Source: an optimization exercise on an open RTL-to-GDS flow (aim: small area and a short achievable clock period). Production flows keep margins and buffers that such runs may drop.
Where RTL was checked, it was by simulation tests only, not by an equivalence proof against the original.
For runs 2 to 5, only the layout was checked, not whether the RTL still works.
In every run shown here, the design's own scripts or RTL, not TritonCTS, make the clock network.
The clock port is modelled as an ideal driver, which makes a skipped or thinned clock tree look cheaper than it is; a real chip needs a root buffer or a tree.
Power figures rest on the tool's default switching activity, not on a simulated workload.

==> design/flow/flow/run.sh <==
#!/bin/bash
# The standard layout, with three changes: port buffers of a fixed small
# cell, every cell downsized after floorplanning (the repair steps size up
# what needs it), and a clock tree built by hand in place of the tool's.
set -euo pipefail
FLOW_DIR=$(cd "$(dirname "${BASH_SOURCE[0]}")" && pwd)
export BUFFER_PORTS_ARGS="-buffer_cell sky130_fd_sc_hd__buf_2"
export POST_FLOORPLAN_TCL=$FLOW_DIR/downsize.tcl
export PRE_CTS_TCL=$FLOW_DIR/cts_pre.tcl
bash standard.sh > standard.log 2>&1
==> design/flow/flow/cts_pre.tcl <==
# Build the clock tree by hand (see manual_cts.tcl) and skip the tool's own:
# the clock port drives four inverters, each driving two inverters that
# drive the flip-flops.
source [file join [file dirname [info script]] manual_cts.tcl]
fm_manual_cts2 {{4 sky130_fd_sc_hd__clkinv_2} {8 sky130_fd_sc_hd__clkinv_4}}
proc clock_tree_synthesis {args} { puts "clock_tree_synthesis skipped: tree built by hand" }
# The tool would clone each clock inverter next to every flip-flop it drives.
proc repair_clock_inverters {args} { puts "repair_clock_inverters skipped: tree built by hand" }
==> design/flow/flow/downsize.tcl <==
# Give every cell its smallest drive strength; the later repair steps size up
# only what timing, slew and load need.
proc fm_downsize {} {
  set n 0
  foreach inst [get_cells *] {
    set cell [get_name [get_lib_cells -of_objects $inst]]
    if {![regexp {^(sky130_fd_sc_hd__[a-z0-9]+)_([0-9]+)$} $cell -> base drive]} { continue }
    set best $cell
    set best_area [get_property [get_lib_cells */$cell] area]
    foreach lc [get_lib_cells */${base}_*] {
      set name [get_name $lc]
      if {![regexp "^${base}_\[0-9\]+\$" $name]} { continue }
      if {[get_property $lc dont_use]} { continue }
      set a [get_property $lc area]
      if {$a < $best_area} { set best $name; set best_area $a }
    }
    if {$best ne $cell} {
      replace_cell $inst [get_lib_cells */$best]
      incr n
    }
  }
  puts "fm_downsize: $n cells downsized"
}
fm_downsize
==> design/flow/flow/manual_cts.tcl <==
# Clock tree built by hand. The flip-flops are split by placement into
# groups of near-equal size, each driven by one leaf cell; with two levels,
# the leaves are split the same way under the cells the clock port drives.
# With inverters, two levels keep the clock's polarity.
proc fm_split {pts k axis} {
  # split pts (list of {object x y}) into k groups of near-equal size,
  # cutting across the longer spread first
  if {$k <= 1} { return [list $pts] }
  set xs [lsort -integer [lmap p $pts {lindex $p 1}]]
  set ys [lsort -integer [lmap p $pts {lindex $p 2}]]
  set axis [expr {([lindex $xs end] - [lindex $xs 0]) >= ([lindex $ys end] - [lindex $ys 0]) ? 1 : 2}]
  set s [lsort -integer -index $axis $pts]
  set n [llength $s]
  set k1 [expr {$k / 2}]
  set n1 [expr {($n * $k1) / $k}]
  return [concat [fm_split [lrange $s 0 [expr {$n1 - 1}]] $k1 $axis] \
                 [fm_split [lrange $s $n1 end] [expr {$k - $k1}] $axis]]
}

proc fm_drive {block groups master prefix src} {
  # one cell of master per group, its input on net src, its output driving
  # the group; returns {inst x y} for each new cell
  set out {}
  set i 0
  foreach g $groups {
    set sx 0; set sy 0
    foreach p $g { incr sx [lindex $p 1]; incr sy [lindex $p 2] }
    set cx [expr {$sx / [llength $g]}]
    set cy [expr {$sy / [llength $g]}]
    set inst [odb::dbInst_create $block $master "${prefix}_$i"]
    set net [odb::dbNet_create $block "${prefix}_net_$i"]
    $net setSigType CLOCK
    foreach p $g {
      set it [lindex $p 0]
      $it disconnect
      $it connect $net
    }
    set in_pin [lindex [lmap m [[$inst getMaster] getMTerms] {expr {[$m getIoType] eq "INPUT" && [$m getSigType] eq "SIGNAL" ? [$m getName] : [continue]}}] 0]
    set out_pin [lindex [lmap m [[$inst getMaster] getMTerms] {expr {[$m getIoType] eq "OUTPUT" ? [$m getName] : [continue]}}] 0]
    [$inst findITerm $in_pin] connect $src
    [$inst findITerm $out_pin] connect $net
    $inst setLocation [expr {$cx - [$master getWidth] / 2}] [expr {$cy - [$master getHeight] / 2}]
    $inst setPlacementStatus PLACED
    puts "fm_manual_cts: ${prefix}_$i ([$master getName]) drives [llength $g] pins"
    lappend out [list [$inst findITerm $in_pin] $cx $cy]
    incr i
  }
  return $out
}

# levels: list of {count cell}, from the clock port down to the leaves
proc fm_manual_cts2 {levels} {
  set block [ord::get_db_block]
  set db [ord::get_db]
  set clk [$block findNet clk]
  set pts {}
  foreach it [$clk getITerms] {
    set box [[$it getInst] getBBox]
    lappend pts [list $it [expr {([$box xMin] + [$box xMax]) / 2}] [expr {([$box yMin] + [$box yMax]) / 2}]]
  }
  # build from the leaves up: each level's cells are the sinks of the one above
  set lv [llength $levels]
  for {set l [expr {$lv - 1}]} {$l >= 0} {incr l -1} {
    lassign [lindex $levels $l] n cell
    set groups [fm_split $pts $n 1]
    set pts [fm_drive $block $groups [$db findMaster $cell] "clk_l${l}" $clk]
  }
  set_propagated_clock [all_clocks]
}
==> design/flow/standard.sh <==
#!/bin/bash
# synth_recipe.tcl (not shown) runs the flow's synth.tcl, then flattens the netlist and writes it again
# the make line also repeats each setting of config.mk as NAME=value (left out here)
make -C /OpenROAD-flow-scripts/flow DESIGN_CONFIG=/design/flow/config.mk WORK_HOME=/design/flow/orfs CLKGATE_MAP_FILE= SYNTH_SCRIPT=/design/flow/synth_recipe.tcl "${@:-finish}"
==> design/flow/config.mk <==
export PLATFORM = sky130hd
export DESIGN_NAME = fifo_module
export DESIGN_NICKNAME = fifo_module
export VERILOG_FILES = /design/flow/design.v
export SDC_FILE = /design/flow/constraint.sdc
export NUM_CORES = 4
export LEC_CHECK = 0
export CAP_MARGIN = 20
export CORE_MARGIN = 2
export CORE_UTILIZATION = 70
export SETUP_SLACK_MARGIN = 2.45
export SLEW_MARGIN = 20
export SYNTH_HIERARCHICAL = 1
export SYNTH_MINIMUM_KEEP_SIZE = 0
==> design/flow/constraint.sdc <==
create_clock -name core_clock -period 4.0 [get_ports {clk}]
set_input_delay 0.8000 -clock core_clock [delete_from_list [all_inputs] [get_ports {clk}]]
set_output_delay 0.8000 -clock core_clock [all_outputs]
set_load 0.01 [all_outputs]
==> design/flow/design.v <==
module fifo_module #(
    parameter WIDTH = 8,
    parameter DEPTH = 16,
    parameter ADDR_WIDTH = 4
) (
    input clk,
    input rst,
    input [WIDTH-1:0] data_in,
    input write_enable,
    input read_enable,
    output reg [WIDTH-1:0] data_out,
    output reg full,
    output reg empty
);
reg [WIDTH-1:0] mem_n [0:DEPTH-1];    
reg [3:0] lo_n, hi_n;                 
reg full_q, empty_q;                  
wire [3:0] lo_d, hi_d;
wire empty_d, full_d, dout_en;
wire [DEPTH-1:0] mem_en;
fm_ctrl u_ctrl (
    .we(write_enable), .re(read_enable), .rst(rst),
    .lo_n(lo_n), .hi_n(hi_n), .empty(empty_q), .full(full_q),
    .lo_d(lo_d), .hi_d(hi_d), .empty_d(empty_d), .full_d(full_d),
    .dout_en(dout_en)
);
always @(posedge clk) begin
    lo_n    <= lo_d;
    hi_n    <= hi_d;
    empty_q <= empty_d;
    full_q  <= full_d;
    empty   <= empty_d;
    full    <= full_d;
end
wire [WIDTH-1:0] din_n;
genvar k, b;
generate
    for (b = 0; b < WIDTH; b = b + 1) begin : g_din
        fm_inv u_inv (.a(data_in[b]), .y(din_n[b]));
    end
    for (k = 0; k < DEPTH; k = k + 1) begin : g_wen
        fm_nor2b u_en (.a(full_q), .b_n(write_enable), .y(mem_en[k]));
    end
endgenerate
always @(posedge clk) begin
    if (mem_en[0])
        mem_n[0] <= din_n;
end
generate
    for (k = 1; k < DEPTH; k = k + 1) begin : g_shift
        always @(posedge clk) begin
            if (mem_en[k])
                mem_n[k] <= mem_n[k-1];
        end
    end
endgenerate
wire [DEPTH-1:0] sel;
generate
    for (k = 0; k < DEPTH; k = k + 1) begin : g_sel
        fm_nor2 u_sel (.a(lo_n[k % 4]), .b(hi_n[k / 4]), .y(sel[k]));
    end
endgenerate
wire [WIDTH-1:0] oldest, dout_d;
generate
    for (b = 0; b < WIDTH; b = b + 1) begin : g_rd
        wire [7:0] t;
        wire [1:0] z;
        for (k = 0; k < 8; k = k + 1) begin : g_t
            fm_a22oi u_t (.a1(sel[2*k]), .a2(mem_n[2*k][b]), .b1(sel[2*k+1]), .b2(mem_n[2*k+1][b]), .y(t[k]));
        end
        fm_nand4 u_z0 (.a(t[0]), .b(t[1]), .c(t[2]), .d(t[3]), .y(z[0]));
        fm_nand4 u_z1 (.a(t[4]), .b(t[5]), .c(t[6]), .d(t[7]), .y(z[1]));
        fm_nor2 u_o (.a(z[0]), .b(z[1]), .y(oldest[b]));
        fm_mux2 u_h (.a0(data_out[b]), .a1(oldest[b]), .s(dout_en), .y(dout_d[b]));
    end
endgenerate
always @(posedge clk) begin
    data_out <= dout_d;
end
endmodule
module fm_ctrl (
    input we, input re, input rst,
    input [3:0] lo_n, input [3:0] hi_n, input empty, input full,
    output [3:0] lo_d, output [3:0] hi_d, output empty_d, output full_d,
    output dout_en
);
wire up, dn, hold, rst_n;
fm_updn u_updn (.we(we), .re(re), .empty(empty), .full(full), .up(up), .dn(dn), .hold(hold));
fm_inv u_rst (.a(rst), .y(rst_n));
wire [3:0] hi_inc, hi_dec;
genvar i;
generate
    for (i = 0; i < 4; i = i + 1) begin : g_hi
        fm_mux2 u_inc (.a0(hi_n[(i + 3) % 4]), .a1(hi_n[i]), .s(lo_n[3]), .y(hi_inc[i]));
        fm_mux2 u_dec (.a0(hi_n[(i + 1) % 4]), .a1(hi_n[i]), .s(lo_n[0]), .y(hi_dec[i]));
    end
endgenerate
wire [7:0] cur = {hi_n, lo_n};
wire [7:0] inc = {hi_inc, lo_n[2:0], lo_n[3]};
wire [7:0] dec = {hi_dec, lo_n[0], lo_n[3:1]};
wire [7:0] nxt;
generate
    for (i = 0; i < 8; i = i + 1) begin : g_h
        wire t0, t1;
        fm_a22oi u_t0 (.a1(up), .a2(inc[i]), .b1(dn), .b2(dec[i]), .y(t0));
        fm_nand2 u_t1 (.a(hold), .b(cur[i]), .y(t1));
        if (i % 4 == 3) begin : g_r0
            fm_a21oi u_o (.a1(t0), .a2(t1), .b1(rst), .y(nxt[i]));
        end else begin : g_r1
            fm_nand3 u_o (.a(t0), .b(t1), .c(rst_n), .y(nxt[i]));
        end
    end
endgenerate
assign lo_d = nxt[3:0];
assign hi_d = nxt[7:4];
wire h0, h14;
fm_nor2 u_h0 (.a(lo_n[0]), .b(hi_n[0]), .y(h0));
fm_nor2 u_h14 (.a(lo_n[2]), .b(hi_n[3]), .y(h14));
wire te, tf;
fm_a22oi u_te (.a1(empty), .a2(hold), .b1(dn), .b2(h0), .y(te));
fm_nand2 u_e (.a(te), .b(rst_n), .y(empty_d));
fm_a22oi u_tf (.a1(full), .a2(hold), .b1(up), .b2(h14), .y(tf));
fm_nor2  u_f (.a(tf), .b(rst), .y(full_d));
fm_nor3 u_den (.a(rst), .b(empty), .c(~re), .y(dout_en));
endmodule
module fm_updn (input we, input re, input empty, input full,
                output up, output dn, output hold);
wire w = we & ~full;
wire r = re & ~empty;
assign up = w & ~r;
assign dn = r & ~w;
assign hold = ~(up | dn);
endmodule
module fm_inv (input a, output y);
assign y = ~a;
endmodule
module fm_nand2 (input a, input b, output y);
assign y = ~(a & b);
endmodule
module fm_and2 (input a, input b, output y);
assign y = a & b;
endmodule
module fm_nor2 (input a, input b, output y);
assign y = ~(a | b);
endmodule
module fm_nor2b (input a, input b_n, output y);
assign y = ~a & b_n;
endmodule
module fm_nand3 (input a, input b, input c, output y);
assign y = ~(a & b & c);
endmodule
module fm_nor3 (input a, input b, input c, output y);
assign y = ~(a | b | c);
endmodule
module fm_a21oi (input a1, input a2, input b1, output y);
assign y = ~((a1 & a2) | b1);
endmodule
module fm_nand4 (input a, input b, input c, input d, output y);
assign y = ~(a & b & c & d);
endmodule
module fm_a22oi (input a1, input a2, input b1, input b2, output y);
assign y = ~((a1 & a2) | (b1 & b2));
endmodule
module fm_mux2 (input a0, input a1, input s, output y);
assign y = s ? a1 : a0;
endmodule
==> metrics.md, run 1 <==
| Metric | Value |
|---|---|
| Area share of and/or/nand/nor cells after synthesis | `8.718%` |
| First-pass GRT wire length | `15740 um` |
| Post-synth EDFFs | `128` |
| Post-DP HPWL | `7272 um` |
| Data arrival, critical path | `1400 ps` |
| Share of the synthesized area in the top cell type | `64.38%` |
| Delay-heaviest family, CP | `simple AND/OR/NAND/NOR gates` |
| RR Endpoint | `data_out[2]$_DFF_P_` |
| Synthesis-to-finish area growth | `0.5868%` |
| CP max stage delay | `440 ps` |
| Post-Syn Area | `5971 um2` |
| Setup tns final | `0 ps` |
| Sw frac | `27.47%` |
| Endpoints failing setup | `0` |
| Fin crit period | `1519 ps` |
| # DRC | `0` |
| R2R Setup Slk | `2500 ps` |
| Rel. slew slack | `69.04%` |
| Yosys top cell by area | `edfxtp_1` |
| Synth unique cells | `15` |
| TritonRoute pass-1 iters | `5` |
| Fmax | `658.2 MHz` |
| Mux contribution to synthesized area | `4.023%` |
| Seq/Total Area, Yosys | `70.41%` |
| WP depth | `2` |
| Synth async-reset ratio | `0%` |
| Via density | `6.376` |
| Die area | `9284 um2` |
| Drt wl/cell | `21.97 um` |
| Max Clock Skew | `8.023 ps` |
| Post-synthesis adder-cell area fraction | `0.4191%` |
| Largest net degree at the start of global routing | `20` |
| Grt total ovfl | `0` |
| GPL Wtd Cong | `0.7702` |
| Max_cap viols | `0` |
| Worst Setup Start Kind | `input pin` |
| Pre-CTS setup slack | `1689 ps` |
| Synth Instances | `329` |
| YS warnings | `9` |
| Hold Path Depth | `0` |
| Syn Area/Cell | `18.15 um2` |
| Crit path max-delay cell type | `nor2b_2` |
| Slew Limit Fails | `0` |
| Final Cycle Share | `37.98%` |
| Vias in the first global route | `2916` |
| Flop pwr share | `69.2%` |
| PwrDens | `473.7 nW/um2` |
| Most used flip-flop cell after synthesis | `edfxtp_1` |
| Clock Power Share | `17.2%` |
| Initial DRC count | `180` |
| Worst hold path startpoint | `mem_n[2][2]$_DFFE_PP_` |
| Total wire length | `10350 um` |
| Count of input and output buffers | `21` |
| Die Wd | `96.36 um` |
| R2R cell count | `5` |
| Final worst slack | `2481 ps` |
| Antenna Violating Nets Remaining | `0` |
| Via Count | `3003` |
| Worst IR Drop VDD | `328.8 uV` |
| Cell internal pwr | `0.002063 W` |
| Most common cell in the synthesized netlist | `edfxtp_1` |
| Xor/xnor share of the synthesized area | `0%` |
| Fin nets | `382` |
| Buf+Inv Stages, Crit Path | `1` |
| Core Footprint | `8258 um2` |
| Ranking of synthesized cells by area | `edfxtp_1 (64%), a22oi_2 (16%), dfxtp_1 (6.0%), mux2_4 (4.0%), nor2b_4 (3.7%)` |
| Synth top cells by count | `edfxtp_1 (128), a22oi_2 (74), nor2_1 (27), dfxtp_1 (18)` |
| Compound-cell area share of the yosys netlist | `15.80%` |
| Combinational power share | `13.6%` |
| Synthesized net count | `343` |
| Critical Path Start | `write_enable` |
| Ports | `22` |
| Flops & latches, synth | `146` |
| Ant diodes | `0` |
| Initial antenna violation count | `0` |
| Starting density of the core | `72.30%` |
| RSZ-0062 raised after global routing | `yes` |
| Largest family of logic cells by synthesized area | `compound AO/OA/AOI/OAI gates` |
| Status | `finished clean` |
| Slew @ Worst Pin | `462.3 ps` |
| Hold Crit Class | `reg2reg` |
| Die Y | `96.36 um` |
| Critical path class | `in2reg` |
| Worst-path clk slew | `110 ps` |
| Core Rows | `33` |
| CP cell instances | `buf_6 > nor2b_2` |
| Worst-Skew Late Latency | `220 ps` |
| Share of cells above drive strength 1 | `24.32%` |
| CP Capture Type | `flop` |
| WHS Endpoint | `mem_n[3][2]$_DFFE_PP_` |
| Final hold violations | `0` |
| CP max FO | `18` |
| Worst r2r src | `hi_n[3]$_DFF_P_` |
| Switch Pwr | `0.0007816 W` |
| All-Layer GR Usage | `22.84%` |
| WP data required | `3880 ps` |
| Static Leakage | `2.025 nW` |
## state kept, by name (all words and copies together), names as in the netlist
name,flops
empty_q,1
lo_n,4
mem_n,128
hi_n,4
data_out,8
full_q,1
## worst register-to-register path, delay by kind of cell (launching register included)
family | cells | cell delay, ps
AOI/OAI and AO/OA | 1 | 250
DFF | 1 | 530
and+or+nand+nor | 3 | 520
muxes | 1 | 160
## per-layer routing
| metal | global-route usage, % | up-vias | part of all wire [%] |
|---|---|---|---|
| li1 | - | 1396 | - |
| met1 | 32.69 | 1464 | 42 |
| met2 | 38.14 | 126 | 49 |
| met3 | 2.741 | 17 | 6.8 |
| met4 | 5.399 | 0 | 2.2 |
| met5 | 0 | - | 0 |
## worst max-delay path by stage
stage | to | slack (ps)
floorplan | data_out[0]$_DFF_P_ | 2340
global placement | data_out[5]$_DFF_P_ | 1730
detailed placement | data_out[6]$_DFF_P_ | 1690
CTS | data_out[3]$_DFF_P_ | 2390
global route | data_out[3]$_DFF_P_ | 2410
finish | mem_n[12][2]$_DFFE_PP_ | 2480
## power by group through the flow
stage	clock (W)	sequential (W)	combinational, W
floorplan	0	0.00198	0.000330
global placement	0	0.00197	0.000345
detailed placement	0	0.00198	0.000351
CTS	0.000504	0.00196	0.000380
global route	0.000561	0.00199	0.000425
finish	0.000490	0.00197	0.000387
## cell type report
class | instances | area [um2]
Timing Repair Buffer | 25 | 163.9
Sequential cell | 146 | 4238
Tap cell | 105 | 131.4
Fill cell | 537 | 2252
Multi-Input combinational cell | 173 | 1345
Inverter | 22 | 127.6
## cells in the final DEF (no fill, tap or decap), drive strengths merged
master  instances
nor2b          18
dfxtp          18
nand4          16
ha              2
nor3            1
nand2           9
nand3           6
edfxtp        128
buf            25
nand2b          2
mux2           16
a22oi          74
inv            10
a21oi           2
nor2           27
clkinv         12
## per-stage QoR
stage	hold slack (ps)	cell area, um2	total power [W]	util [%]	instances
3_3_place_gp	427.6	5644	0.002318	68.35	455
5_1_grt	462.4	6006	0.002974	72.73	471
3_5_place_dp	434.2	5644	0.002332	68.35	455
6_report	456.7	6006	0.002845	72.73	471
2_1_floorplan	446.2	5996	0.002313	-	329
4_1_cts	458.2	5968	0.002848	72.27	470
## modules after synthesis, one instance, submodules excluded
module	times used	flip-flops and latches	area, um2
fifo_module	1	146	4204
fm_updn	1	0	50.05
fm_mux2	16	0	15.01
fm_nor2b	16	0	13.76
fm_a22oi	74	0	12.51
fm_nor3	1	0	10.01
fm_a21oi	2	0	8.758
fm_nand4	16	0	6.256
fm_nand3	6	0	5.005
fm_ctrl	1	0	3.754
fm_inv	9	0	3.754
fm_nand2	9	0	3.754
fm_nor2	27	0	3.754
## kinds of logic (layout without fill, tap and decap cells)
family | after synthesis | after routing
fa+ha+maj | 2 | 2
compound gates | 76 | 76
buf+inv | 10 | 47
mux | 16 | 16
flops | 146 | 146
simple gates | 79 | 79
## repair_timing
item,4_1_cts,5_1_grt
gates resized for setup,63,13
endpoints found under the setup margin,148,23
hold buffers,0,0
setup buffers,3,1
pin swaps,1,0
==> inputs of run 2 (changes only) <==
--- a/design/flow/design.v
+++ b/design/flow/design.v
@@ -17,5 +17,5 @@
 reg full_q, empty_q;                  
 wire [3:0] lo_d, hi_d;
-wire empty_d, full_d, dout_en;
+wire empty_d, full_d, empty_o_d, full_o_d, dout_en;
 wire [DEPTH-1:0] mem_en;
 fm_ctrl u_ctrl (
@@ -23,4 +23,5 @@
     .lo_n(lo_n), .hi_n(hi_n), .empty(empty_q), .full(full_q),
     .lo_d(lo_d), .hi_d(hi_d), .empty_d(empty_d), .full_d(full_d),
+    .empty_o_d(empty_o_d), .full_o_d(full_o_d),
     .dout_en(dout_en)
 );
@@ -30,6 +31,6 @@
     empty_q <= empty_d;
     full_q  <= full_d;
-    empty   <= empty_d;
-    full    <= full_d;
+    empty   <= empty_o_d;
+    full    <= full_o_d;
 end
 wire [WIDTH-1:0] din_n;
@@ -40,5 +41,7 @@
     end
     for (k = 0; k < DEPTH; k = k + 1) begin : g_wen
-        fm_nor2b u_en (.a(full_q), .b_n(write_enable), .y(mem_en[k]));
+        wire en_n;
+        fm_nand2b u_en_n (.a_n(full_q), .b(write_enable), .y(en_n));
+        fm_inv u_en (.a(en_n), .y(mem_en[k]));
     end
 endgenerate
@@ -83,4 +86,5 @@
     input [3:0] lo_n, input [3:0] hi_n, input empty, input full,
     output [3:0] lo_d, output [3:0] hi_d, output empty_d, output full_d,
+    output empty_o_d, output full_o_d,
     output dout_en
 );
@@ -120,6 +124,8 @@
 fm_a22oi u_te (.a1(empty), .a2(hold), .b1(dn), .b2(h0), .y(te));
 fm_nand2 u_e (.a(te), .b(rst_n), .y(empty_d));
+fm_nand2 u_eo (.a(te), .b(rst_n), .y(empty_o_d));
 fm_a22oi u_tf (.a1(full), .a2(hold), .b1(up), .b2(h14), .y(tf));
 fm_nor2  u_f (.a(tf), .b(rst), .y(full_d));
+fm_nor2  u_fo (.a(tf), .b(rst), .y(full_o_d));
 fm_nor3 u_den (.a(rst), .b(empty), .c(~re), .y(dout_en));
 endmodule
@@ -147,4 +153,7 @@
 assign y = ~a & b_n;
 endmodule
+module fm_nand2b (input a_n, input b, output y);
+assign y = ~(~a_n & b);
+endmodule
 module fm_nand3 (input a, input b, input c, output y);
 assign y = ~(a & b & c);
--- a/design/flow/config.mk
+++ b/design/flow/config.mk
@@ -8,5 +8,5 @@
 export CAP_MARGIN = 20
 export CORE_MARGIN = 2
-export CORE_UTILIZATION = 70
+export CORE_UTILIZATION = 60
 export SETUP_SLACK_MARGIN = 2.45
 export SLEW_MARGIN = 20
==> run 2 against run 1 <==
Cell count increased by 9.8%; combinational power hardly changed; sequential power about the same; worst hold slack barely moved; critical endpoint is now data_out[7]; sequential share of layout area decreased by 0.54 points; still clean.
==> metrics.md, run 2 <==
| Metric | Value |
|---|---|
| Rel. slew slack | `76.58% (+7.5 points)` |
| Share of the synthesized area in the top cell type | `64.51% (+0.14 points)` |
| Post-DP HPWL | `7472 um (+2.8%)` |
| WHS Endpoint | `mem_n[3][3]$_DFFE_PP_` |
| Critical path class | `reg2out` |
| Largest regs | `mem_n (128), data_out (8)` |
| Share of cells above drive strength 1 | `17.97% (-6.3 points)` |
| WP data required | `3200 ps (-680 ps)` |
| Synth async-reset ratio | `0% (unchanged)` |
| Filler cell count | `709 (+32%)` |
| Post-CTS Hold Buffers | `0 (unchanged)` |
| Grt total ovfl | `0 (unchanged)` |
| R2R cell count | `5 (unchanged)` |
| Core Footprint | `9684 um2 (+17%)` |
| Ports | `22 (unchanged)` |
| Post-synth EDFFs | `128 (unchanged)` |
| Starting density of the core | `61.52% (-11 points)` |
| Worst-path clk slew | `120 ps (about the same)` |
| Synth top cells by count | `edfxtp_1 (128), a22oi_2 (74), nor2_1 (28), inv_1 (26), dfxtp_1 (20)` |
| RR Endpoint | `data_out[5]$_DFF_P_` |
| Synthesis-to-finish area growth | `2.415%` |
| CP max stage delay | `360 ps (-80 ps)` |
| Static Leakage | `2.115 nW (+4.5%)` |
| Worst-Skew Late Latency | `220 ps (about the same)` |
| Fmax | `659.2 MHz (+0.16%)` |
| Worst r2r src | `lo_n[1]$_DFF_P_` |
| Die Wd | `103.7 um (+7.6%)` |
| R2R Setup Slk | `2490 ps (about the same)` |
| Setup tns final | `0 ps (unchanged)` |
| GPL Wtd Cong | `0.8116 (+5.4%)` |
| CP Capture Type | `output port` |
| Fin nets | `400 (+4.7%)` |
| PwrDens | `471.2 nW/um2 (-0.52%)` |
| TritonRoute pass-1 iters | `5 (unchanged)` |
| Max_cap viols | `0 (unchanged)` |
| Largest net degree at the start of global routing | `20 (unchanged)` |
| YS warnings | `9 (unchanged)` |
| Data arrival, critical path | `720 ps (-680 ps)` |
| Max reg flops | `128 (unchanged)` |
| Hold Path Depth | `0 (unchanged)` |
| Slew @ Worst Pin | `351.3 ps (-111.0 ps)` |
| All-Layer GR Usage | `19.53% (-3.3 points)` |
| Area occupied by multi-input gates | `1333 um2 (-0.93%)` |
| RSZ-0062 raised after global routing | `yes` |
| Status | `finished clean` |
| Placed Cells | `503 (+11%)` |
| Most common cell after layout, fill and taps aside | `edfxtp_1` |
| Synth unique cells | `14 (-1)` |
| Antenna Violating Nets Remaining | `0 (unchanged)` |
| Final Cycle Share | `37.92% (-0.061 points)` |
| Buf+Inv Stages, Crit Path | `1 (unchanged)` |
| Core Rows | `36 (+9.1%)` |
| Final Non-Filler Cells | `517 (+9.8%)` |
| Initial DRC count | `160 (-11%)` |
| Crit path max-delay cell type | `dfxtp_1` |
| Post-Syn Area | `5958 um2 (-0.21%)` |
| Power consumption | `0.002875 W (+1.1%)` |
| Largest reg by FF count | `mem_n` |
| Via Count | `3026 (+0.77%)` |
| Die Y | `103.7 um (+7.6%)` |
| Worst Setup Start Kind | `flop` |
| Ranking of synthesized cells by area | `edfxtp_1 (65%), a22oi_2 (16%), dfxtp_1 (6.7%), mux2_4 (4.0%), nand2b_1 (1.9%)` |
| Fin crit period | `1517 ps (-2.430 ps)` |
| Final hold violations | `0 (unchanged)` |
| Worst IR Drop VDD | `255.4 uV (-22%)` |
| Worst hold path startpoint | `mem_n[2][3]$_DFFE_PP_` |
| CP max FO | `2 (-16)` |
| Yosys top cell by area | `edfxtp_1` |
| Critical Path Start | `data_out[7]$_DFF_P_` |
| Drt wl/cell | `20.33 um (-7.5%)` |
| Most common cell in the synthesized netlist | `edfxtp_1` |
| First-pass GRT wire length | `16640 um (+5.7%)` |
| Initial antenna violation count | `0 (unchanged)` |
| Synth Instances | `349 (+6.1%)` |
| Die area | `10740 um2 (+16%)` |
| Syn Area/Cell | `17.07 um2 (-5.9%)` |
| Count of input and output buffers | `21 (unchanged)` |
| Via density | `5.853 (-8.2%)` |
| Ant diodes | `0 (unchanged)` |
| Endpoints failing setup | `0 (unchanged)` |
| Most frequent cells in the layout | `edfxtp_1 (128), a22oi_1 (72), inv_1 (25)` |
| CP cell instances | `buf_2` |
| Delay-heaviest family, CP | `flip-flops` |
| Hold Crit Class | `reg2reg` |
| Vias in the first global route | `3148 (+8.0%)` |
| Flops & latches, synth | `148 (+1.4%)` |
| Storage cell area | `4273 um2 (+0.83%)` |
| # DRC | `0 (unchanged)` |
| Most used flip-flop cell after synthesis | `edfxtp_1` |
| Synthesized net count | `363 (+5.8%)` |
| Seq/Total Area, Yosys | `71.23% (+0.82 points)` |
| Slew Limit Fails | `0 (unchanged)` |
| Total wire length | `10510 um (+1.6%)` |
| Max Clock Skew | `16.09 ps (+8.067 ps)` |
[run 2: cell type report]
type / count / area share, %
Inverter: 38 / 3.076
Multi-Input combinational cell: 175 / 21.84
Sequential cell: 148 / 70.02
Tap cell: 133 / 2.727
Timing Repair Buffer: 23 / 2.338
[run 2: timing repair]
item,in CTS,in global routing
pin swaps,1,0
cloned,0,0
setup endpoints to repair,140,23
setup buffers,1,1
gates resized for setup,43,17
[run 2: metal layers]
layer  global-route usage [%]  vias to the layer above  part of all wire [%]
met3                    2.454                       15                   4.3
met5                        0                        -                     0
met2                    33.63                       65                    50
met1                    26.69                     1501                    43
met4                    5.019                        0                   2.7
li1                         -                     1445                     -
[run 2: through the flow]
stage | worst slack [ps] | util (%) | cell area [um2] | hold slack, ps
floorplan | 2344 | - | 5982 | 446.2
global placement | 1736 | 59.75 | 5787 | 428.8
detailed placement | 1640 | 59.75 | 5787 | 433.4
CTS | 2454 | 62.30 | 6033 | 447.6
global route | 2447 | 63.01 | 6102 | 458.9
finish | 2483 | 63.01 | 6102 | 456.8
[run 2: cell families (layout without fill, tap and decap cells)]
family                     after synthesis  in the layout  synth area share (%)
AOI/OAI and AO/OA                       76             76                 15.83
adders and majority gates                2              2                0.4199
buffers and inverters                   26             61                 1.638
DFF                                    148            148                 71.23
muxes                                   16             16                 4.032
and+or+nand+nor                         81             81                 6.846
[run 2: worst max path at each step]
stage               slack (ps)                  end  cells after the start
floorplan                 2340  data_out[0]$_DFF_P_                      2
global placement          1740  data_out[0]$_DFF_P_                      3
detailed placement        1640  data_out[0]$_DFF_P_                      3
CTS                       2450      empty_q$_DFF_P_                      5
global route              2450          data_out[2]                      1
finish                    2480          data_out[7]                      1
[run 2: Yosys stat by module (local to each module, per instance)]
module / copies in the design / area (um2) / cells inside / flip-flops and latches
fm_nor2: 28 / 3.754 / 1 / 0
fm_inv: 25 / 3.754 / 1 / 0
fm_updn: 1 / 50.05 / 6 / 0
fm_nor3: 1 / 10.01 / 1 / 0
fm_ctrl: 1 / 3.754 / 1 / 0
fm_nand2: 10 / 3.754 / 1 / 0
fm_a21oi: 2 / 8.758 / 1 / 0
fm_nand3: 6 / 5.005 / 1 / 0
fm_nand2b: 16 / 6.256 / 1 / 0
fm_nand4: 16 / 6.256 / 1 / 0
fm_a22oi: 74 / 12.51 / 1 / 0
fm_mux2: 16 / 15.01 / 1 / 0
fifo_module: 1 / 4244 / 148 / 148
[run 2: report_power, final]
group | leakage, nW | internal, W | switching [W] | total, W
registers | 1.42 | 0.00186 | 0.000133 | 0.00199
logic | 0.650 | 0.000162 | 0.000226 | 0.000389
clock network | 0.0486 | 0.0000571 | 0.000435 | 0.000492
==> inputs of run 3 (changes only) <==
--- a/design/flow/config.mk
+++ b/design/flow/config.mk
@@ -9,5 +9,5 @@
 export CORE_MARGIN = 2
 export CORE_UTILIZATION = 60
-export SETUP_SLACK_MARGIN = 2.45
+export SETUP_SLACK_MARGIN = 2.5
 export SLEW_MARGIN = 20
 export SYNTH_HIERARCHICAL = 1
==> run 3 against run 2 <==
Critical path depth rose by 4; maximum frequency rose by 0.91%; power rose by 3.1%; clock power barely moved; sequential share of layout area fell by 1.3 points; highest routed layer unchanged.
==> metrics.md, run 3 <==
| Metric | Value |
|---|---|
| RSZ-0062 raised after global routing | `yes` |
| Largest reg by FF count | `mem_n` |
| Most frequent cells in the layout | `edfxtp_1 (128), a22oi_1 (68), inv_1 (25)` |
| Ant diodes | `0 (unchanged)` |
| Die Y | `103.7 um (unchanged)` |
| CP max FO | `8 (+6)` |
| Critical path class | `in2reg` |
| Share of cells above drive strength 1 | `21.71% (+3.7 points)` |
| R2R cell count | `5 (unchanged)` |
| Synthesis-to-finish area growth | `4.599%` |
| Die area | `10740 um2 (unchanged)` |
| Seq/Total Area, Yosys | `71.23% (unchanged)` |
| Status | `finished clean` |
| Power consumption | `0.002964 W (+3.1%)` |
| Slew Limit Fails | `0 (unchanged)` |
| WHS | `449.6 ps (-7.195 ps)` |
| Count of input and output buffers | `21 (unchanged)` |
| Synth top cells by count | `edfxtp_1 (128), a22oi_2 (74), nor2_1 (28), inv_1 (26), dfxtp_1 (20)` |
| Hold Path Depth | `0 (unchanged)` |
| Most used flip-flop cell after synthesis | `edfxtp_1` |
| Worst-Skew Late Latency | `220 ps (about the same)` |
| Rel. slew slack | `75.81% (-0.77 points)` |
| CP Capture Type | `flop` |
| Pre-CTS setup slack | `1666 ps (+25.76 ps)` |
| Final hold violations | `0 (unchanged)` |
| Core Rows | `36 (unchanged)` |
| WP depth | `5 (+4)` |
| Crit path max-delay cell type | `mux2_1` |
| Most common cell in the synthesized netlist | `edfxtp_1` |
| Antenna Violating Nets Remaining | `0 (unchanged)` |
| Util after Layout | `64.35% (+1.3 points)` |
| Via Count | `3060 (+1.1%)` |
| Via density | `5.885 (+0.54%)` |
| Endpoints failing setup | `0 (unchanged)` |
| Fmax | `665.2 MHz (+0.91%)` |
| First-pass GRT wire length | `17020 um (+2.3%)` |
| Static Leakage | `2.153 nW (+1.8%)` |
| Buf+Inv Stages, Crit Path | `3 (+2)` |
| Final Cycle Share | `37.58% (-0.34 points)` |
| TritonRoute pass-1 iters | `5 (unchanged)` |
| Initial antenna violation count | `0 (unchanged)` |
| All-Layer GR Usage | `19.88% (+0.35 points)` |
| CP cell instances | `buf_2 > inv_2 > nor3_4 > buf_12 > mux2_1` |
| Ranking of synthesized cells by area | `edfxtp_1 (65%), a22oi_2 (16%), dfxtp_1 (6.7%), mux2_4 (4.0%), nand2b_1 (1.9%)` |
| Slew @ Worst Pin | `362.5 ps (+11.14 ps)` |
| Synthesized net count | `363 (unchanged)` |
| Vias in the first global route | `3196 (+1.5%)` |
| Fin crit period | `1503 ps (-13.64 ps)` |
| # DRC | `0 (unchanged)` |
| Filler cell count | `701 (-1.1%)` |
| Worst IR Drop VDD | `242.7 uV (-5.0%)` |
| Syn Area/Cell | `17.07 um2 (unchanged)` |
| WP data required | `4100 ps (+900 ps)` |
| Post-DP HPWL | `7629 um (+2.1%)` |
| Post-Syn Area | `5958 um2 (unchanged)` |
| Hold Crit Class | `reg2reg` |
| Delay-heaviest family, CP | `multiplexers` |
| Setup tns final | `0 ps (unchanged)` |
| Yosys top cell by area | `edfxtp_1` |
| CP max stage delay | `320 ps (-40 ps)` |
| Total wire length | `10730 um (+2.0%)` |
| Initial DRC count | `205 (+28%)` |
| Max reg flops | `128 (unchanged)` |
| Synth unique cells | `14 (unchanged)` |
| Post-synth EDFFs | `128 (unchanged)` |
| Largest regs | `mem_n (128), data_out (8)` |
| Largest net degree at the start of global routing | `20 (unchanged)` |
| Data arrival, critical path | `1610 ps (+890 ps)` |
| Starting density of the core | `61.52% (unchanged)` |
| Die Wd | `103.7 um (unchanged)` |
| Ports | `22 (unchanged)` |
| Synth async-reset ratio | `0% (unchanged)` |
| Worst-path clk slew | `120 ps (about the same)` |
| GPL Wtd Cong | `0.7845 (-3.3%)` |
| Final worst slack | `2497 ps (+13.64 ps)` |
| Share of the synthesized area in the top cell type | `64.51% (unchanged)` |
| Drt wl/cell | `20.63 um (+1.5%)` |
| Max_cap viols | `0 (unchanged)` |
| Grt total ovfl | `0 (unchanged)` |
| Flops & latches, synth | `148 (unchanged)` |
| Worst Setup Start Kind | `input pin` |
| YS warnings | `9 (unchanged)` |
| Most common cell after layout, fill and taps aside | `edfxtp_1` |
| PwrDens | `475.6 nW/um2 (+0.93%)` |
| Synth Instances | `349 (unchanged)` |
| Max Clock Skew | `17.08 ps (+0.9889 ps)` |
| Core Footprint | `9684 um2 (unchanged)` |
| Fin nets | `403 (+0.75%)` |
-- run 3: cell counts after synthesis --
No cell type changed its count.
-- run 3: routing by layer --
| metal | GRT usage, % | vias up | routed length [um] |
|---|---|---|---|
| li1 | - | 1448 | - |
| met1 | 26.75 | 1511 | 4514 |
| met2 | 34.48 | 86 | 5472 |
| met3 | 3.147 | 15 | 519 |
| met4 | 4.537 | 0 | 219 |
| met5 | 0 | - | 0 |
-- run 3: cell type report --
type                            instances  area (um2)  area share, %
Sequential cell                       148        4285          68.76
Multi-Input combinational cell        175        1375          22.06
Timing Repair Buffer                   26       217.7          3.493
Inverter                               38       187.7          3.011
Tap cell                              133       166.4          2.670
-- run 3: repair_timing --
| action | CTS | global route |
|---|---|---|
| resized for setup | 64 | 21 |
| pin swaps | 1 | 12 |
| hold buffers | 0 | 0 |
| buffers inserted | 2 | 3 |
| setup endpoints to repair | 155 | 19 |
-- run 3: Yosys stat by module, one instance, submodules excluded, a selection --
module / copies in the design / flops+latches / cell area (um2) / cells
fm_updn: 1 / 0 / 50.05 / 6
fm_nand4: 16 / 0 / 6.256 / 1
fm_nand3: 6 / 0 / 5.005 / 1
fm_nand2b: 16 / 0 / 6.256 / 1
fm_nor2: 28 / 0 / 3.754 / 1
fm_nor3: 1 / 0 / 10.01 / 1
fm_a22oi: 74 / 0 / 12.51 / 1
fm_nand2: 10 / 0 / 3.754 / 1
fm_inv: 25 / 0 / 3.754 / 1
fifo_module: 1 / 148 / 4244 / 148
-- run 3: final timing paths --
check	start	end	slack (ps)
worst max-delay path	read_enable	data_out[3]$_DFF_P_	2500
worst min-delay path	mem_n[3][4]$_DFFE_PP_	mem_n[4][4]$_DFFE_PP_	450
worst max register to register	lo_n[0]$_DFF_P_	hi_n[1]$_DFF_P_	2520
worst min register to register	mem_n[3][4]$_DFFE_PP_	mem_n[4][4]$_DFFE_PP_	450
-- run 3: power by group --
| group | switching (W) | internal, W | total, W |
|---|---|---|---|
| Sequential | 0.000142 | 0.00187 | 0.00201 |
| Combinational | 0.000234 | 0.000227 | 0.000461 |
| Clock | 0.000435 | 0.0000571 | 0.000493 |
-- run 3: logic make-up (layout without fill, tap and decap cells) --
logic type	Yosys count	count (layout)	share of synthesized area, %
AND/OR/NAND/NOR	81	81	6.846
AO/OA/AOI/OAI	76	76	15.83
multiplexers	16	16	4.032
buffers and inverters	26	64	1.638
flip-flops	148	148	71.23
adder cells (fa/ha/maj)	2	2	0.4199
-- run 3: per-stage QoR --
step                      cell area (um2)  std cells
after floorplan                      5997        349
after global placement               5787        503
after detailed placement             5787        503
after CTS                            6120        517
after global routing                 6232        520
final                                6232        520
==> inputs of run 4 (changes only) <==
--- a/design/flow/config.mk
+++ b/design/flow/config.mk
@@ -9,5 +9,5 @@
 export CORE_MARGIN = 2
 export CORE_UTILIZATION = 60
-export SETUP_SLACK_MARGIN = 2.5
+export SETUP_SLACK_MARGIN = 2.48
 export SLEW_MARGIN = 20
 export SYNTH_HIERARCHICAL = 1
==> run 4 against run 3 <==
Design area fell by 0.34%; sequential share of layout area rose by 0.18 points; largest cell class unchanged; critical path depth rose by 1; die area did not move; still clean; utilization fell by 0.22 points; setup slack got worse by 21 ps; area after synthesis did not move; clock power barely moved; via count fell by 0.95%; maximum frequency fell by 1.4%; clock skew fell by 1.4 ps.
==> metrics.md, run 4 <==
| Metric | Value |
|---|---|
| Status | `finished clean` |
| Crit path max-delay cell type | `dfxtp_4` |
| Share of cells above drive strength 1 | `21.91% (+0.20 points)` |
| Worst hold path startpoint | `mem_n[3][4]$_DFFE_PP_` |
| Placed Cells | `503 (unchanged)` |
| Yosys top cell by area | `edfxtp_1` |
| Ant diodes | `0 (unchanged)` |
| CP max stage delay | `420 ps (+100 ps)` |
| CP max FO | `8 (unchanged)` |
| Most frequent cells in the layout | `edfxtp_1 (128), a22oi_1 (67), inv_1 (25)` |
| Die area | `10740 um2 (unchanged)` |
| Syn Area/Cell | `17.07 um2 (unchanged)` |
| Sw frac | `27.47% (+0.078 points)` |
| Grt total ovfl | `0 (unchanged)` |
| Synth Instances | `349 (unchanged)` |
| Delay-heaviest family, CP | `simple AND/OR/NAND/NOR gates` |
| Max reg flops | `128 (unchanged)` |
| Seq/Total Area, Yosys | `71.23% (unchanged)` |
| Antenna Violating Nets Remaining | `0 (unchanged)` |
| Rel. slew slack | `75.79% (about the same)` |
| Switch Pwr | `0.0008086 W (-0.39%)` |
| CP cell instances | `buf_6 > nor2_4 > a22oi_1 > nand4_1 > nor2_1 > mux2_1` |
| Die Y | `103.7 um (unchanged)` |
| PwrDens | `474.0 nW/um2 (-0.34%)` |
| Flops & latches, synth | `148 (unchanged)` |
| GPL Wtd Cong | `0.7845 (unchanged)` |
| Slew @ Worst Pin | `362.8 ps (+0.3121 ps)` |
| Data arrival, critical path | `1630 ps (+20 ps)` |
| Synth unique cells | `14 (unchanged)` |
| Grt peak-use layer | `met2` |
| Slew Limit Fails | `0 (unchanged)` |
| Share of the synthesized area in the top cell type | `64.51% (unchanged)` |
| Synthesized net count | `363 (unchanged)` |
| RSZ-0062 raised after global routing | `yes` |
| Fin crit period | `1525 ps (+21.35 ps)` |
| M1 GR Usage | `26.84% (+0.087 points)` |
| Met3 usage | `3.147% (unchanged)` |
| Via Count | `3031 (-0.95%)` |
| Cell internal pwr | `0.002135 W (-0.78%)` |
| Combinational power share | `15.2% (-0.4 points)` |
| WP data required | `4110 ps (about the same)` |
| Final Cycle Share | `38.12% (+0.53 points)` |
| CP Capture Type | `flop` |
| Largest reg by FF count | `mem_n` |
| Flop pwr share | `68.1% (+0.3 points)` |
| All-Layer GR Usage | `19.83% (-0.055 points)` |
| Clock Power Share | `16.7% (about the same)` |
| Core Rows | `36 (unchanged)` |
| Post-synth EDFFs | `128 (unchanged)` |
| Via density | `5.818 (-1.1%)` |
| Starting density of the core | `61.52% (unchanged)` |
| Ranking of synthesized cells by area | `edfxtp_1 (65%), a22oi_2 (16%), dfxtp_1 (6.7%), mux2_4 (4.0%), nand2b_1 (1.9%)` |
| Fin nets | `404 (+0.25%)` |
| Most common cell in the synthesized netlist | `edfxtp_1` |
| Worst-Skew Late Latency | `220 ps (about the same)` |
| Initial antenna violation count | `0 (unchanged)` |
| Synth async-reset ratio | `0% (unchanged)` |
| Most common cell after layout, fill and taps aside | `edfxtp_1` |
| Count of input and output buffers | `21 (unchanged)` |
| Final Non-Filler Cells | `521 (+0.19%)` |
| Worst Setup Start Kind | `flop` |
| Buf+Inv Stages, Crit Path | `1 (-2)` |
| Post-Syn Area | `5958 um2 (unchanged)` |
| Die Wd | `103.7 um (unchanged)` |
| Worst r2r src | `lo_n[0]$_DFF_P_` |
| Worst IR Drop VDD | `243.9 uV (+0.49%)` |
| Endpoints failing setup | `0 (unchanged)` |
| YS warnings | `9 (unchanged)` |
| WHS | `450.9 ps (+1.279 ps)` |
| First-pass GRT wire length | `16970 um (-0.32%)` |
| GR Util met2 | `34.20% (-0.28 points)` |
| # DRC | `0 (unchanged)` |
| Fmax | `655.9 MHz (-1.4%)` |
| Post-DP HPWL | `7629 um (unchanged)` |
| Ports | `22 (unchanged)` |
| Static Leakage | `2.150 nW (-0.15%)` |
| Max_cap viols | `0 (unchanged)` |
| Largest net degree at the start of global routing | `20 (unchanged)` |
| Critical Path Start | `lo_n[0]$_DFF_P_` |
| Most used flip-flop cell after synthesis | `edfxtp_1` |
| Synth top cells by count | `edfxtp_1 (128), a22oi_2 (74), nor2_1 (28), inv_1 (26), dfxtp_1 (20)` |
| Vias in the first global route | `3179 (-0.53%)` |
| Critical path class | `reg2reg` |
| Worst-path clk slew | `120 ps (about the same)` |
| Core Footprint | `9684 um2 (unchanged)` |
| Filler cell count | `700 (-0.14%)` |
| Largest regs | `mem_n (128), data_out (8)` |
| TritonRoute pass-1 iters | `5 (unchanged)` |
| Drt wl/cell | `20.56 um (-0.33%)` |
| Total wire length | `10710 um (-0.14%)` |
| Hold Crit Class | `reg2reg` |
| Initial DRC count | `188 (-8.3%)` |
| Final hold violations | `0 (unchanged)` |
| Setup tns final | `0 ps (unchanged)` |
| Max Clock Skew | `15.68 ps (-1.399 ps)` |
| Synthesis-to-finish area growth | `4.242%` |
==> run 4: final timing paths <==
check / end / slack, ps / depth (start not counted)
worst max register to register: data_out[2]$_DFF_P_ / 2480 / 6
worst min register to register: mem_n[4][4]$_DFFE_PP_ / 450 / 0
worst max-delay path: data_out[2]$_DFF_P_ / 2480 / 6
worst min-delay path: mem_n[4][4]$_DFFE_PP_ / 450 / 0
==> run 4: Yosys stat by module, one instance, submodules excluded, excerpt <==
module / cell area (um2) / flip-flops and latches / times used
fm_a21oi: 8.758 / 0 / 2
fm_nand3: 5.005 / 0 / 6
fm_nor3: 10.01 / 0 / 1
fm_a22oi: 12.51 / 0 / 74
fm_updn: 50.05 / 0 / 1
fm_mux2: 15.01 / 0 / 16
fm_nand4: 6.256 / 0 / 16
fm_nand2: 3.754 / 0 / 10
fm_nand2b: 6.256 / 0 / 16
==> run 4: area by class of cell <==
cell class	instances	area (um2)	share of cell area, %
multi-input cells	175	1370	22.06
flip-flops and latches	148	4282	68.94
well taps	133	166.4	2.679
inverters	38	187.7	3.022
repair buffers	27	205.2	3.304
==> run 4: through the flow <==
step / total power, W / setup WS [ps] / utilization [%] / instance area [um2]
4_1_cts: 0.002896 / 2483 / 62.73 / 6075
6_report: 0.002944 / 2475 / 64.13 / 6211
2_1_floorplan: 0.002325 / 2344 / - / 5987
5_1_grt: 0.003083 / 2459 / 64.13 / 6211
3_5_place_dp: 0.002364 / 1666 / 59.75 / 5787
3_3_place_gp: 0.002351 / 1739 / 59.75 / 5787
==> run 4: what timing repair did <==
action,4_1_cts,5_1_grt
pin swaps,1,8
setup buffers,1,5
endpoints found under the setup margin,152,18
hold buffers,0,0
gates resized for setup,55,25
==> run 4: logic make-up (layout without fill, tap and decap cells) <==
group	Yosys count	after routing	share of synthesized area [%]
fa+ha+maj	2	2	0.4199
flops	148	148	71.23
compound gates	76	76	15.83
mux	16	16	4.032
buf+inv	26	65	1.638
simple gates	81	81	6.846
==> run 4: metal layers <==
metal | up-vias | wire length (um)
li1 | 1450 | -
met1 | 1498 | 4568
met2 | 68 | 5416
met3 | 15 | 503
met4 | 0 | 221
met5 | - | 0
==> run 4: power groups by stage <==
stage | combinational, W | clock [W] | sequential, W
final | 0.000447 | 0.000493 | 0.00200
after global routing | 0.000485 | 0.000573 | 0.00203
after CTS | 0.000384 | 0.000518 | 0.00199
after detailed placement | 0.000363 | 0 | 0.00200
after global placement | 0.000357 | 0 | 0.00199
after floorplan | 0.000324 | 0 | 0.00200
==> inputs of run 5 (changes only) <==
--- a/design/flow/design.v
+++ b/design/flow/design.v
@@ -17,12 +17,10 @@
 reg full_q, empty_q;                  
 wire [3:0] lo_d, hi_d;
-wire empty_d, full_d, empty_o_d, full_o_d, dout_en;
+wire empty_d, full_d;
 wire [DEPTH-1:0] mem_en;
 fm_ctrl u_ctrl (
     .we(write_enable), .re(read_enable), .rst(rst),
     .lo_n(lo_n), .hi_n(hi_n), .empty(empty_q), .full(full_q),
-    .lo_d(lo_d), .hi_d(hi_d), .empty_d(empty_d), .full_d(full_d),
-    .empty_o_d(empty_o_d), .full_o_d(full_o_d),
-    .dout_en(dout_en)
+    .lo_d(lo_d), .hi_d(hi_d), .empty_d(empty_d), .full_d(full_d)
 );
 always @(posedge clk) begin
@@ -31,6 +29,6 @@
     empty_q <= empty_d;
     full_q  <= full_d;
-    empty   <= empty_o_d;
-    full    <= full_o_d;
+    empty   <= empty_d;
+    full    <= full_d;
 end
 wire [WIDTH-1:0] din_n;
@@ -75,5 +73,7 @@
         fm_nand4 u_z1 (.a(t[4]), .b(t[5]), .c(t[6]), .d(t[7]), .y(z[1]));
         fm_nor2 u_o (.a(z[0]), .b(z[1]), .y(oldest[b]));
-        fm_mux2 u_h (.a0(data_out[b]), .a1(oldest[b]), .s(dout_en), .y(dout_d[b]));
+        wire den;
+        fm_nor3b u_den (.a(rst), .b(empty_q), .c_n(read_enable), .y(den));
+        fm_mux2 u_h (.a0(data_out[b]), .a1(oldest[b]), .s(den), .y(dout_d[b]));
     end
 endgenerate
@@ -85,10 +85,13 @@
     input we, input re, input rst,
     input [3:0] lo_n, input [3:0] hi_n, input empty, input full,
-    output [3:0] lo_d, output [3:0] hi_d, output empty_d, output full_d,
-    output empty_o_d, output full_o_d,
-    output dout_en
+    output [3:0] lo_d, output [3:0] hi_d, output empty_d, output full_d
 );
-wire up, dn, hold, rst_n;
-fm_updn u_updn (.we(we), .re(re), .empty(empty), .full(full), .up(up), .dn(dn), .hold(hold));
+wire w, r, up, dn, up_n, dn_n, rst_n;
+fm_nor2b  u_w  (.a(full), .b_n(we), .y(w));
+fm_nor2b  u_r  (.a(empty), .b_n(re), .y(r));
+fm_nor2b  u_up (.a(r), .b_n(w), .y(up));
+fm_nor2b  u_dn (.a(w), .b_n(r), .y(dn));
+fm_nand2b u_upn (.a_n(r), .b(w), .y(up_n));
+fm_nand2b u_dnn (.a_n(w), .b(r), .y(dn_n));
 fm_inv u_rst (.a(rst), .y(rst_n));
 wire [3:0] hi_inc, hi_dec;
@@ -108,5 +111,5 @@
         wire t0, t1;
         fm_a22oi u_t0 (.a1(up), .a2(inc[i]), .b1(dn), .b2(dec[i]), .y(t0));
-        fm_nand2 u_t1 (.a(hold), .b(cur[i]), .y(t1));
+        fm_nand3 u_t1 (.a(up_n), .b(dn_n), .c(cur[i]), .y(t1));
         if (i % 4 == 3) begin : g_r0
             fm_a21oi u_o (.a1(t0), .a2(t1), .b1(rst), .y(nxt[i]));
@@ -122,19 +125,8 @@
 fm_nor2 u_h14 (.a(lo_n[2]), .b(hi_n[3]), .y(h14));
 wire te, tf;
-fm_a22oi u_te (.a1(empty), .a2(hold), .b1(dn), .b2(h0), .y(te));
+fm_a22oi u_te (.a1(empty), .a2(up_n), .b1(dn), .b2(h0), .y(te));
 fm_nand2 u_e (.a(te), .b(rst_n), .y(empty_d));
-fm_nand2 u_eo (.a(te), .b(rst_n), .y(empty_o_d));
-fm_a22oi u_tf (.a1(full), .a2(hold), .b1(up), .b2(h14), .y(tf));
+fm_a22oi u_tf (.a1(full), .a2(dn_n), .b1(up), .b2(h14), .y(tf));
 fm_nor2  u_f (.a(tf), .b(rst), .y(full_d));
-fm_nor2  u_fo (.a(tf), .b(rst), .y(full_o_d));
-fm_nor3 u_den (.a(rst), .b(empty), .c(~re), .y(dout_en));
-endmodule
-module fm_updn (input we, input re, input empty, input full,
-                output up, output dn, output hold);
-wire w = we & ~full;
-wire r = re & ~empty;
-assign up = w & ~r;
-assign dn = r & ~w;
-assign hold = ~(up | dn);
 endmodule
 module fm_inv (input a, output y);
@@ -159,9 +151,9 @@
 assign y = ~(a & b & c);
 endmodule
-module fm_nor3 (input a, input b, input c, output y);
-assign y = ~(a | b | c);
-endmodule
 module fm_a21oi (input a1, input a2, input b1, output y);
 assign y = ~((a1 & a2) | b1);
+endmodule
+module fm_nor3b (input a, input b, input c_n, output y);
+assign y = ~a & ~b & c_n;
 endmodule
 module fm_nand4 (input a, input b, input c, input d, output y);
--- a/design/flow/flow/cts_pre.tcl
+++ b/design/flow/flow/cts_pre.tcl
@@ -3,5 +3,5 @@
 # drive the flip-flops.
 source [file join [file dirname [info script]] manual_cts.tcl]
-fm_manual_cts2 {{4 sky130_fd_sc_hd__clkinv_2} {8 sky130_fd_sc_hd__clkinv_4}}
+fm_manual_cts2 {{4 sky130_fd_sc_hd__inv_4} {8 sky130_fd_sc_hd__inv_8}}
 proc clock_tree_synthesis {args} { puts "clock_tree_synthesis skipped: tree built by hand" }
 # The tool would clone each clock inverter next to every flip-flop it drives.
--- a/design/flow/config.mk
+++ b/design/flow/config.mk
@@ -9,5 +9,5 @@
 export CORE_MARGIN = 2
 export CORE_UTILIZATION = 60
-export SETUP_SLACK_MARGIN = 2.48
+export SETUP_SLACK_MARGIN = 2.6
 export SLEW_MARGIN = 20
 export SYNTH_HIERARCHICAL = 1
==> run 5 against run 4 <==
Flip-flop and latch count fell by 2; utilization grew 4.9 points; sequential power is essentially flat; clock skew fell by 3.2 ps; synthesized cell count up 0.57%; critical path depth did not move; worst hold slack better by 1.1 ps; setup slack lost 120 ps; first-iteration DRC count rose by 24%; register-to-register slack improved by 50 ps; critical path type is now in2reg; highest routed layer unchanged.
==> metrics.md, run 5 <==
| Metric | Value |
|---|---|
| RSZ-0062 raised after global routing | `yes` |
| Worst r2r src | `hi_n[1]$_DFF_P_` |
| Synth Instances | `351 (+0.57%)` |
| Max reg flops | `128 (unchanged)` |
| CP max FO | `7 (-1)` |
| Critical path class | `in2reg` |
| Worst hold path startpoint | `mem_n[6][4]$_DFFE_PP_` |
| Largest regs | `mem_n (128), data_out (8)` |
| Critical Path Start | `write_enable` |
| Most frequent cells in the layout | `edfxtp_1 (128), a22oi_1 (63), inv_4 (17), buf_4 (17)` |
| Final design area excluding fillers | `6745 um2 (+8.6%)` |
| Hold Crit Class | `reg2reg` |
| Yosys top cell by area | `edfxtp_1` |
| WHS | `451.9 ps (+1.054 ps)` |
| Switch Pwr | `0.0008646 W (+6.9%)` |
| Largest family of logic cells by synthesized area | `compound AO/OA/AOI/OAI gates` |
| Largest net degree at the start of global routing | `20 (unchanged)` |
| Largest reg by FF count | `mem_n` |
| Most Frequent Cell on Critical Path | `nor2b_4` |
| Dpl cell area | `5788 um2 (about the same)` |
| Core Footprint | `9774 um2 (+0.93%)` |
| Slew @ Worst Pin | `356.5 ps (-6.235 ps)` |
| Seq/Total Area, Yosys | `69.78% (-1.4 points)` |
| CP Capture Type | `flop` |
| Grt total ovfl | `0 (unchanged)` |
| Share of the synthesized area in the top cell type | `63.80% (-0.71 points)` |
| Area occupied by multi-input gates | `1600 um2 (+17%)` |
| Synth async-reset ratio | `0% (unchanged)` |
| Compound-cell area share of the yosys netlist | `15.66% (-0.17 points)` |
| Data arrival, critical path | `1710 ps (+80 ps)` |
| Drt wl/cell | `22.05 um (+7.3%)` |
| Fin crit period | `1642 ps (+117.8 ps)` |
| CP cell instances | `buf_16 > nor2b_4 > buf_12 > nor2b_4 > a22oi_1 > a21oi_1` |
| All-Layer GR Usage | `21.54% (+1.7 points)` |
| WP depth | `6 (unchanged)` |
| Ranking of synthesized cells by area | `edfxtp_1 (64%), a22oi_2 (15%), dfxtp_1 (6.0%), mux2_4 (4.0%), nand2b_1 (1.9%)` |
| Worst IR Drop VDD | `228.0 uV (-6.5%)` |
| Synth unique cells | `13 (-1)` |
| Static Leakage | `2.338 nW (+8.8%)` |
| Share of cells above drive strength 1 | `34.71% (+13 points)` |
| Power consumption | `0.003068 W (+4.2%)` |
| Syn Area/Cell | `17.16 um2 (+0.54%)` |
| Initial DRC count | `234 (+24%)` |
| Clock Power Share | `18.9% (+2.2 points)` |
| Delay-heaviest family, CP | `simple AND/OR/NAND/NOR gates` |
| Starting density of the core | `61.64% (+0.11 points)` |
| R2R cell count | `5 (-1)` |
| Ant diodes | `0 (unchanged)` |
| Final hold violations | `0 (unchanged)` |
| Initial antenna violation count | `0 (unchanged)` |
| Ports | `22 (unchanged)` |
| Fin nets | `426 (+5.4%)` |
| Worst-Skew Late Latency | `140 ps (-80 ps)` |
| Synth top cells by count | `edfxtp_1 (128), a22oi_2 (74), nor2_1 (27), inv_1 (25)` |
| Buf+Inv Stages, Crit Path | `2 (+1)` |
| Xor/xnor share of the synthesized area | `0% (unchanged)` |
| Most used flip-flop cell after synthesis | `edfxtp_1` |
| Combinational power share | `16.7% (+1.5 points)` |
| First-pass GRT wire length | `18410 um (+8.5%)` |
| Fmax | `608.9 MHz (-7.2%)` |
| Most common cell after layout, fill and taps aside | `edfxtp_1` |
| Cell internal pwr | `0.002203 W (+3.2%)` |
| Storage cell area | `4249 um2 (-0.76%)` |
| Mux contribution to synthesized area | `3.988% (-0.044 points)` |
| Status | `finished clean` |
| CP max stage delay | `240 ps (-180 ps)` |
| Hold Path Depth | `0 (unchanged)` |
| Endpoints failing setup | `0 (unchanged)` |
| Worst Setup Start Kind | `input pin` |
| GPL Wtd Cong | `0.8100 (+3.3%)` |
| Post-synthesis adder-cell area fraction | `0% (-0.42 points)` |
| Flops & latches, synth | `146 (-1.4%)` |
| Rel. slew slack | `76.23% (+0.44 points)` |
| WP data required | `4070 ps (-40 ps)` |
| Die area | `10860 um2 (+1.1%)` |
| Synthesized net count | `363 (unchanged)` |
| Most common cell in the synthesized netlist | `edfxtp_1` |
| Sw frac | `28.19% (+0.72 points)` |
| Setup tns final | `0 ps (unchanged)` |
| Die Wd | `104.2 um (+0.54%)` |
| Via Count | `3280 (+8.2%)` |
| Crit path max-delay cell type | `nor2b_4` |
| Core Rows | `36 (unchanged)` |
| Filler cell count | `672 (-4.0%)` |
| Slew Limit Fails | `0 (unchanged)` |
| Max_cap viols | `0 (unchanged)` |
| # DRC | `0 (unchanged)` |
| Post-DP HPWL | `7771 um (+1.9%)` |
| Post-CTS Hold Buffers | `0 (unchanged)` |
| Area share of and/or/nand/nor cells after synthesis | `9.013% (+2.2 points)` |
| YS warnings | `9 (unchanged)` |
| Total wire length | `12020 um (+12%)` |
| Vias in the first global route | `3331 (+4.8%)` |
| Post-Syn Area | `6025 um2 (+1.1%)` |
| Flop pwr share | `64.4% (-3.7 points)` |
| PwrDens | `454.8 nW/um2 (-4.1%)` |
| Via density | `6.018 (+3.4%)` |
| TritonRoute pass-1 iters | `5 (unchanged)` |
| Antenna Violating Nets Remaining | `0 (unchanged)` |
| Post-synth EDFFs | `128 (unchanged)` |
| Max Clock Skew | `12.46 ps (-3.223 ps)` |
| Die Y | `104.2 um (+0.54%)` |
| Count of input and output buffers | `21 (unchanged)` |
| Synthesis-to-finish area growth | `11.96%` |
| Final Cycle Share | `41.06% (+2.9 points)` |
| Worst-path clk slew | `100 ps (-20 ps)` |
[run 5: cell count changes after synthesis, sizes merged, moves of 2 or more]
cell   change
dfxtp      -2
nor2b      +2
nor3b      +8
ha         -2
nand2      -9
nand3      +8
[run 5: through the flow]
step                instances  setup slack [ps]  util, %
global route              545              2385    69.01
detailed placement        505              1639    59.22
CTS                       537              2455    66.82
floorplan                 351              2425        -
global placement          505              1733    59.22
finish                    545              2358    69.01
[run 5: power groups by stage]
stage                     Combinational (W)  Clock [W]  Sequential, W
after CTS                          0.000447   0.000598        0.00196
after global routing               0.000552   0.000654        0.00199
after global placement             0.000331          0        0.00196
after floorplan                    0.000304          0        0.00200
final                              0.000513   0.000580        0.00197
after detailed placement           0.000338          0        0.00197
[run 5: final timing paths]
check | endpoint | slack, ps
max reg2reg | data_out[3]$_DFF_P_ | 2530
min reg2reg | mem_n[7][4]$_DFFE_PP_ | 450
min | mem_n[7][4]$_DFFE_PP_ | 450
max | hi_n[3]$_DFF_P_ | 2360
[run 5: area by class of cell]
class                      count  area share [%]
tap                          133           2.467
multi-input combinational    184           23.72
timing repair buffer          45           7.234
sequential                   146           62.99
inverter                      37           3.580
[run 5: routing by layer]
layer / wire [um] / vias to the layer above / global-route usage (%)
met5: 0 / - / 0
met1: 5052 / 1641 / 29.48
met3: 589 / 19 / 1.942
met4: 210 / 0 / 5.309
met2: 6165 / 94 / 37.69
li1: - / 1526 / -
[run 5: repair_timing]
| action | 4_1_cts | 5_1_grt |
|---|---|---|
| pin swaps | 8 | 7 |
| hold endpoints to repair | 0 | 0 |
| setup endpoints to repair | 152 | 113 |
| buffers inserted | 15 | 6 |
| gates resized for setup | 129 | 32 |
| cloned | 5 | 2 |
[run 5: modules after synthesis (local to each module, per instance), a selection]
module	times used	area, um2
fifo_module	1	4204
fm_mux2	16	15.01
fm_nor2b	4	13.76
fm_a22oi	74	12.51
fm_nor3b	8	12.51
fm_a21oi	2	8.758
fm_nand2b	18	6.256
fm_nand4	16	6.256
fm_nand3	14	5.005
fm_inv	25	3.754
fm_nand2	1	3.754
fm_nor2	27	3.754
[run 5: kinds of logic after synthesis]
group / after synthesis
buffers and inverters: 25
AOI/OAI and AO/OA: 76
DFF: 146
and+or+nand+nor: 88
muxes: 16

afterwards: timing with drivers on the ports:
In the flow no input, the clock included, has a driving cell. The finished layouts below were timed again as built, in two steps.
Step 1 sets driving cells, clkbuf_16 on the clock port and buf_2 on the other inputs (assumed; they add their load-dependent delay and slew).
Step 2 adds t to the input delays and takes it off the output delays; t is the mean of the earliest and latest rising clock arrival at the registers after step 1. Input paths then give back, and output paths get back, about the clock's delay inside the block.
a / b / c = no drivers / after step 1 / after step 2; a / b = the first two.
| run | shift t [ns] | setup WS [ns] | hold slack, ns | worst register clock-pin slew, ns |
|---|---|---|---|---|
| run 1 | 0.285 | 2.481 / 2.422 / 2.232 | 0.457 / 0.457 / 0.457 | 0.12 / 0.12 |
| run 2 | 0.284 | 2.483 / 2.408 / 2.246 | 0.457 / 0.457 / 0.457 | 0.12 / 0.12 |
| run 3 | 0.290 | 2.497 / 2.441 / 2.262 | 0.450 / 0.450 / 0.450 | 0.12 / 0.12 |
| run 4 | 0.289 | 2.475 / 2.434 / 2.251 | 0.451 / 0.451 / 0.451 | 0.12 / 0.12 |
| run 5 | 0.228 | 2.358 / 2.337 / 2.109 | 0.452 / 0.452 / 0.452 | 0.10 / 0.10 |
After both steps every run listed still meets setup and hold.
